Source: an optimization exercise on an open RTL-to-GDS flow (aim: small area). Production flows keep margins and buffers that such runs may drop.
Function was checked by simulation only, so behaviour that the tests miss may differ from the original.
No activity file was given, so power comes from the tool's default toggle rates.

--- flow/design.v ---
module IMM_GEN(input [11:0] imm_in,output [31:0]imm_out); 
    assign imm_out = {{20{imm_in[11]}},imm_in[11:0]};  
endmodule
module ALU(input[31:0] A,B,
input [3:0]Opsel,
output reg [31:0] ALUop,
output zero_flag);
always @(*) begin
case (Opsel)
4'b0000: ALUop=A+B;  
4'b0001: ALUop=A-B;  
4'b0010: ALUop=A<<B;  
4'b0011: ALUop=A>>B;  
4'b0100: ALUop=(A<B) ? 1:0;  
4'b0101: ALUop=(A>B) ? 1:0;  
4'b0110: ALUop=A^B;  
4'b0111: ALUop=A<<<B;  
4'b1000: ALUop=A>>>B;  
4'b1001: ALUop=A&B;  
4'b1010: ALUop=A|B;  
4'b1011: ALUop=~(A&B);  
4'b1100: ALUop=~(A|B);  
4'B1101: ALUop=A*B;  
4'b1110: ALUop=A;  
default: ALUop =32'bx;  
endcase
end 
assign zero_flag=(ALUop == 0)? 1'b1 : 1'b0;  
endmodule
module REGISTER_MEM(input reg_write,clk,reset,
                    input [4:0] rs1,rs2,rd,
                    input [11:0] imm_in,
                    input [6:0] opcode,
                    input [31:0]write_data,
                    output [31:0]data1,
                    output [31:0] data2);
reg [31:0] reg_mem[31:0];
wire [31:0] imm_out;
IMM_GEN IMM_GEN1(.imm_in(imm_in),.imm_out(imm_out));
integer i;
always @(posedge clk or posedge reset) begin
    if (reset) begin
        for (i = 0; i < 32; i = i + 1) begin  
            reg_mem[i] <= i;
        end
    end 
    else if (reg_write) begin
        reg_mem[rd] <= write_data;  
    end
end
assign data1=reg_mem[rs1];
assign  data2 = (opcode==7'b0110011) ? reg_mem[rs2] : imm_out ;             
endmodule
module DATA_MEMORY(input clk,reset,reg_write,
                   input [4:0] rs1,rs2,rd,
                   input [6:0] opcode,
                   input [3:0]Opsel,
                   input [11:0] imm_in,
                   output zero_flag,
                   output reg [31:0] ALU_out);
wire [31:0] data1,data2,write_data;                   
REGISTER_MEM reg_mem1(.rs1(rs1),.rs2(rs2),.imm_in(imm_in),.rd(rd),.opcode(opcode),.reg_write(reg_write),.clk(clk),
                        .reset(reset),.write_data(write_data),.data1(data1),.data2(data2));
ALU ALU1(.A(data1),.B(data2),.Opsel(Opsel),.ALUop(write_data),.zero_flag(zero_flag));
always @(posedge clk) begin
        ALU_out <= write_data; 
    end
endmodule
module CONTROL_UNIT(input [6:0] funct7,
                    input [2:0] funct3,
                    input [6:0]opcode,
                    output reg reg_write,
                    output reg [3:0]Opsel);
always @(funct7 or funct3 or opcode) begin
    reg_write=1;  
    if (opcode==7'b0110011) begin
        reg_write=1;
        case (funct7)
            0:begin
                if (funct3==0)
                    Opsel=4'b0000;  
                else if (funct3==1)
                    Opsel=4'b0001;  
                else if (funct3==2)
                    Opsel=4'b1101;  
                else
                    Opsel=4'b0000;  
                end
            1:begin
                if (funct3==0)
                    Opsel=4'b0010;  
                else if (funct3==1)
                    Opsel=4'b0011;  
                else if (funct3==2) 
                    Opsel=4'b0111;  
                else if (funct3==3)
                    Opsel=4'b1000;  
                else
                    Opsel=4'b0000;  
                end
            2:begin
                if (funct3==0)
                    Opsel=4'b0100;  
                else if (funct3==1)
                    Opsel=4'b0101;  
                else
                    Opsel=4'b0000;  
                end
            3:begin
                if (funct3==0)
                    Opsel=4'b0110;  
                else if (funct3==1)
                    Opsel=4'b1001;  
                else if (funct3==2)
                    Opsel=4'b1010;  
                else if (funct3==3)
                    Opsel=4'b1011;  
                else if (funct3==4)
                    Opsel=4'b1100;  
                else
                    Opsel=4'b0000;  
                end
            default Opsel=4'b0000;  
        endcase
    end
    else if (opcode==7'b0010011) begin
        reg_write=1;
        case (funct3)
            0:begin
                Opsel=4'b0000;  
              end
            1:begin
                Opsel=4'b0100; 
              end
            2:begin
                Opsel=4'b1001; 
              end
            3:begin
                Opsel=4'b1010; 
              end 
            4:begin
                Opsel=4'b0110; 
              end
            5:begin
                Opsel=4'b0010; 
              end
            6:begin
                Opsel=4'b0011; 
              end
            7:begin
                Opsel=4'b1000; 
              end          
            default Opsel=4'b0000; 
        endcase
     end
     else begin
        Opsel=4'b1110;  
     end
end
endmodule
module INST_DECODE(input[31:0] instruction,
                   output reg_write, 
                   output [4:0]rs1,rs2,rd, 
                   output [6:0] opcode,
                   output [3:0] Opsel,
                   output [11:0]imm_out
                   );
wire [2:0]funct3;
wire [6:0]funct7;                   
assign funct7 = instruction[31:25];  
assign rs2 = instruction[24:20];  
assign rs1 = instruction[19:15];  
assign funct3 = instruction[14:12];  
assign rd = instruction[11:7];  
assign opcode = instruction[6:0];  
assign imm_out = instruction[31:20]; 
CONTROL_UNIT CONTROL_UNIT1(.funct7(funct7),.funct3(funct3),.opcode(opcode),.reg_write(reg_write),.Opsel(Opsel));
endmodule
module PC(input clk,reset, output reg [31:0] PCs);
always @(posedge clk or posedge reset) begin
    if (reset == 1) 
        PCs<=32'b0;  
    else
        if (PCs>=81)
            PCs<=32'b0;  
        else
            PCs<=PCs+4;  
    end
endmodule
module INST_FETCH(input clk, reset, input [31:0] imem_data, output [31:0] instruction, output [31:0] PCs);
assign instruction = imem_data;
PC PC1(.clk(clk),.reset(reset),.PCs(PCs));
endmodule
module PROCESSOR(input reset,clk, input [31:0] instr, output [31:0] pc, output reg zero_flag ,output reg [31:0]Write_data);
wire [31:0] instruction;
wire reg_write;
wire [4:0] rs1, rs2, rd;
wire [6:0] opcode;
wire [3:0]Opsel;
wire [11:0] imm_out;
wire [31:0]ALU_out;
wire zero_flags;
always @(*) begin 
    if (reset) begin
        Write_data <= 32'b0;
        zero_flag  <= 1;
    end
    else begin
        Write_data <= ALU_out;
        zero_flag  <= zero_flags;
    end 
end
INST_FETCH INST_FETCH1(.clk(clk),.reset(reset),.imem_data(instr),.instruction(instruction),.PCs(pc));
INST_DECODE INST_DECODE1(.instruction(instruction),.reg_write(reg_write),
                         .rs1(rs1),.rs2(rs2),.rd(rd),.opcode(opcode),.Opsel(Opsel),.imm_out(imm_out));
DATA_MEMORY DATA_MEMORY1(.rs1(rs1),.rs2(rs2),.rd(rd),.opcode(opcode),.Opsel(Opsel),
                        .imm_in(imm_out),.reg_write(reg_write),.clk(clk),.reset(reset),
                        .zero_flag(zero_flags),.ALU_out(ALU_out));                 
endmodule
--- flow/run.sh ---
#!/bin/bash
# synth_recipe.tcl (not shown) runs the flow's synth.tcl, then flattens the netlist and writes it again
# the make line also repeats each setting of config.mk as NAME=value (left out here)
make -C /OpenROAD-flow-scripts/flow DESIGN_CONFIG=/design/flow/config.mk WORK_HOME=/design/flow/orfs CLKGATE_MAP_FILE= SYNTH_SCRIPT=/design/flow/synth_recipe.tcl finish
--- flow/constraint.sdc ---
create_clock -name core_clock -period 21.0 [get_ports {clk}]
set_input_delay 4.2000 -clock core_clock [delete_from_list [all_inputs] [get_ports {clk}]]
set_output_delay 4.2000 -clock core_clock [all_outputs]
set_load 0.01 [all_outputs]
--- flow/config.mk ---
export PLATFORM = sky130hd
export DESIGN_NAME = PROCESSOR
export DESIGN_NICKNAME = PROCESSOR
export VERILOG_FILES = /design/flow/design.v
export SDC_FILE = /design/flow/constraint.sdc
export NUM_CORES = 8
export LEC_CHECK = 0
export CAP_MARGIN = 20
export CORE_MARGIN = 2
export CORE_UTILIZATION = 35
export SETUP_SLACK_MARGIN = 0.6
export SLEW_MARGIN = 20
==> parameters.txt <==
Parameter                              Value

Floorplan
  Die area    between 200,000 and 250,000 sq um
  Core Region    224,000 sq um
  Cell row count    174
  Count of pins on the block boundary    between 90 and 100
  Initial Util    between 30% and 40%
  Die height    ~480 um
  Die X    478 um

Logic synthesis
  Top cell type's share of synthesized area    between 30% and 40%
  Library cell with the highest instance count after synthesis    sky130_fd_sc_hd__nand2_1
  Number of enable-type register cells in the synthesized netlist    0
  Top flip-flop cell by instance count after synthesis    sky130_fd_sc_hd__dfrtp_1
  Top cell type by total area after synthesis    sky130_fd_sc_hd__dfrtp_1
  Share of async-settable or async-resettable flops after synthesis    97.1%
  Number of distinct library cells after synthesis    102
  Share of the yosys chip area belonging to registers    about a third
  Synth top cells by count    1,523 x sky130_fd_sc_hd__nand2_1, 999 x sky130_fd_sc_hd__o21ai_0, 974 x sky130_fd_sc_hd__dfrtp_1, 848 x sky130_fd_sc_hd__nand3_1, 661 x sky130_fd_sc_hd__clkbuf_1
  Warnings from Yosys    7
  Register bit count reported by yosys    1,086
  Mean instance size in the synthesized netlist    roughly 8.2 sq um
  Synthesized instance count    9,588
  Post-synth design cell area    78,800 sq um
  Top post-synthesis cells by area    sky130_fd_sc_hd__dfrtp_1 31%, sky130_fd_sc_hd__fa_1 10%, sky130_fd_sc_hd__nand2_1 7.3%, sky130_fd_sc_hd__o21ai_0 6.3%, sky130_fd_sc_hd__nand3_1 5.4%

Layout
  Count of non-filler cells in the finished layout    approximately 13k
  Final core utilization    40.2%
  Proportion of layout cells with a drive suffix above 1    12.2%
  Area growth from synthesis to layout    14.6%
  Final net count    between 10k and 15k

Setup path
  Data arrival, critical path    roughly 16,000 ps
  Type of the worst setup path    primary input to primary output
  Critical-path cell with the highest stage delay    sky130_fd_sc_hd__a31oi_2
  Endpoint kind of the worst setup timing path    primary output
  Delay of the slowest cell on the worst path    810 ps
  Startpoint type of the worst setup path    primary input
  Max FO, Critical Path    14
  Required time of the worst setup path    16,800 ps
  Most common cell type on the critical path    sky130_fd_sc_hd__fa_1

Clocking
  Clock transition at path regs    ~60 ps
  Total number of clock tree sinks    1,086
  TritonCTS clock tree    done
  H-tree depth    3
  Number of buffers inserted during clock tree synthesis    111
  Number of buffers on the longest clock path    3
  Insertion delay to the later sink of the worst-skew pair    840 ps
  Root buffer cell    sky130_fd_sc_hd__clkbuf_16

Global route
  Number of antenna violations at the first check in global routing    60
  Vias in the first global route    approximately 80k
  Global Route Usage Sum    between 40% and 50%
  Leftover overflow at the end of global routing    0
  Pin count of the biggest net entering global routing    166
  Wire length of the first global-routing pass    roughly 660,000 um

Drt
  Vias after detailed routing    roughly 84k
  Number of vias per cell after detailed routing    6.62
  Average wire per cell in the routed design    about 38 um
  First DRT Iteration DRCs    14.5k
  Remaining number of nets flagged by the antenna check after routing    0
  Detailed-routing iteration count for the pre-antenna-repair pass    11
  Final WL    483,000 um
  Number of design rule violations left after detail routing    0

STA
  Worst relative slew slack    between 10% and 20%
  Final setup viols    0
  Transition at the pin with the smallest max-transition slack    around 1300 ps
  Portion of the clock cycle consumed by the worst path in the final layout    96.1%
  Number of max-slew violations in the final report    0
  Fmax    between 0.04 and 0.05 GHz
  Unrepaired setup endpoints after global routing    no
  Final worst setup slack    826 ps
  Final Hold Fails    0
  Worst-case clock skew    slightly below 70 ps
  Shortest clock period the worst path allows after layout    20,170 ps

Worst hold path
  Worst min-delay path class    flip-flop to flip-flop

Placed design
  Detail Placement HPWL    around 340,000 um
  GPL Wtd Cong    1.11
  Number of placed instances, taps included    12.4k
  Count of buffers from port buffering    96
  Post-Place Setup Slack    -438 ps

Power and ir drop
  Total power    9790 uW
  Peak supply drop    0.208 mV
  Pwr/cell area    108 nW/um^2
  Static leakage power    0.0406 uW

Flow run
  Max Cap Viol    0

Status
  Result of the run    complete, no violations
-- routing by layer --
metal  GRT usage, %  wire length [um]  vias to the layer above
li1               -                 -                    33500
met1           49.4            170000                    41100
met2           59.3            199000                     7194
met3           13.7             62700                     2340
met4           35.0             51500                       34
met5              0               230                        -
-- power breakdown --
part	switching [uW]	internal (uW)
Sequential	412	2460
Clock	967	1230
Combinational	3030	1690
-- worst paths after layout --
path | from | to | slack, ps | cells after the start
setup / recovery | instr[19] | zero_flag | 830 | 39
hold / removal | DATA_MEMORY1.reg_mem1.reg_mem[31][1] | DATA_MEMORY1.reg_mem1.reg_mem[31][1] | 490 | 2
setup reg to reg | DATA_MEMORY1.reg_mem1.reg_mem[3][17] | DATA_MEMORY1.reg_mem1.reg_mem[16][27] | 9960 | 37
hold reg to reg | DATA_MEMORY1.reg_mem1.reg_mem[31][1] | DATA_MEMORY1.reg_mem1.reg_mem[31][1] | 490 | 2
max in group asynchronous | reset | INST_FETCH1.PC1.PCs[2] | 13110 | 8
min in group asynchronous | reset | DATA_MEMORY1.reg_mem1.reg_mem[9][8] | 4050 | 4
-- state kept, by name, summed over array words and instances (netlist names) --
name	flops
DATA_MEMORY1.reg_mem1.reg_mem	1024
DATA_MEMORY1.ALU_out	32
INST_FETCH1.PC1.PCs	30
-- repair_timing --
action / 4_1_cts / 5_1_grt
setup endpoints to repair: 1 / 1
endpoints found under the hold margin: 0 / 0
resized for setup: 31 / 25
pin swaps: 1 / 5
hold buffers: 0 / 0
cloned: 0 / 1
setup buffers: 6 / 8
-- cell usage in the layout (no fill, tap or decap), types with 109 or more instances in the layout --
cell type / n
sky130_fd_sc_hd__nand2_1: 1489
sky130_fd_sc_hd__o21ai_0: 994
sky130_fd_sc_hd__dfrtp_1: 974
sky130_fd_sc_hd__nand3_1: 848
sky130_fd_sc_hd__inv_1: 611
sky130_fd_sc_hd__buf_4: 543
sky130_fd_sc_hd__nor2_1: 526
sky130_fd_sc_hd__fa_1: 410
sky130_fd_sc_hd__a22oi_1: 336
sky130_fd_sc_hd__and3_1: 335
sky130_fd_sc_hd__nand4_1: 264
sky130_fd_sc_hd__ha_1: 221
sky130_fd_sc_hd__a21oi_1: 164
sky130_fd_sc_hd__clkbuf_16: 113
sky130_fd_sc_hd__o21ai_1: 109
-- final cells by class --
| class | count | area (sq um) |
|---|---|---|
| multi-input combinational | 7068 | 47200 |
| clock buffer | 159 | 3200 |
| timing repair buffer | 675 | 5730 |
| inverter | 633 | 2400 |
| clock inverter | 50 | 717 |
| fill | 22800 | 134000 |
| tap | 2992 | 3740 |
| antenna | 42 | 105 |
| sequential | 1086 | 27100 |
-- per-stage QoR --
step	cell area [sq um]	setup TNS [ps]	hold WS (ps)
floorplan	78900	-4190	452
global placement	85700	-715	475
detailed placement	85800	-438	484
CTS	89900	0	493
global route	90200	0	518
finish	90200	0	493
-- cells by family (layout without fill, tap and decap cells) --
group	Yosys count	in the layout	share of synthesized area, %
xor gates and xnor gates	109	109	1.21
adders and majority gates	633	633	14.0
and+or+nand+nor	3966	3967	23.8
buffers and inverters	1461	1517	7.20
other	1	69	0.00476
muxes	145	145	2.04
DFF	1086	1086	34.4
AOI/OAI and AO/OA	2187	2187	17.4
-- worst max-delay path, delay by kind of cell --
family / cells / cell delay (ps)
fa+ha+maj: 9 / 4330
compound gates: 8 / 2850
buf+inv: 15 / 2640
simple gates: 7 / 1870

[afterwards: timing with drivers on the ports]
Ports are ideal in the flow. The routed layout listed here was re-timed in OpenROAD. Step 1 assumes that a clkbuf_16 drives the clock port and a buf_2 every other input. Step 2, shift: input delay + t, output delay - t, t = (earliest + latest rising clock arrival at the registers) / 2. This alone moves slack from input paths to output paths. Three values: ideal ports, drivers, drivers and shift; two values: the first two.
t, ns: 0.881
setup slack, ns: 0.826 / 0.807 / 0.807
hold WS [ns]: 0.493 / 0.493 / 0.493
clock arrival spread, ns: 0.068 / 0.068
worst data-port slew with drivers (ns): 0.14
After both steps setup and hold are still met in this run. The setup slack of this run moves by -0.019 ns with the drivers and by -0.019 ns with both steps.
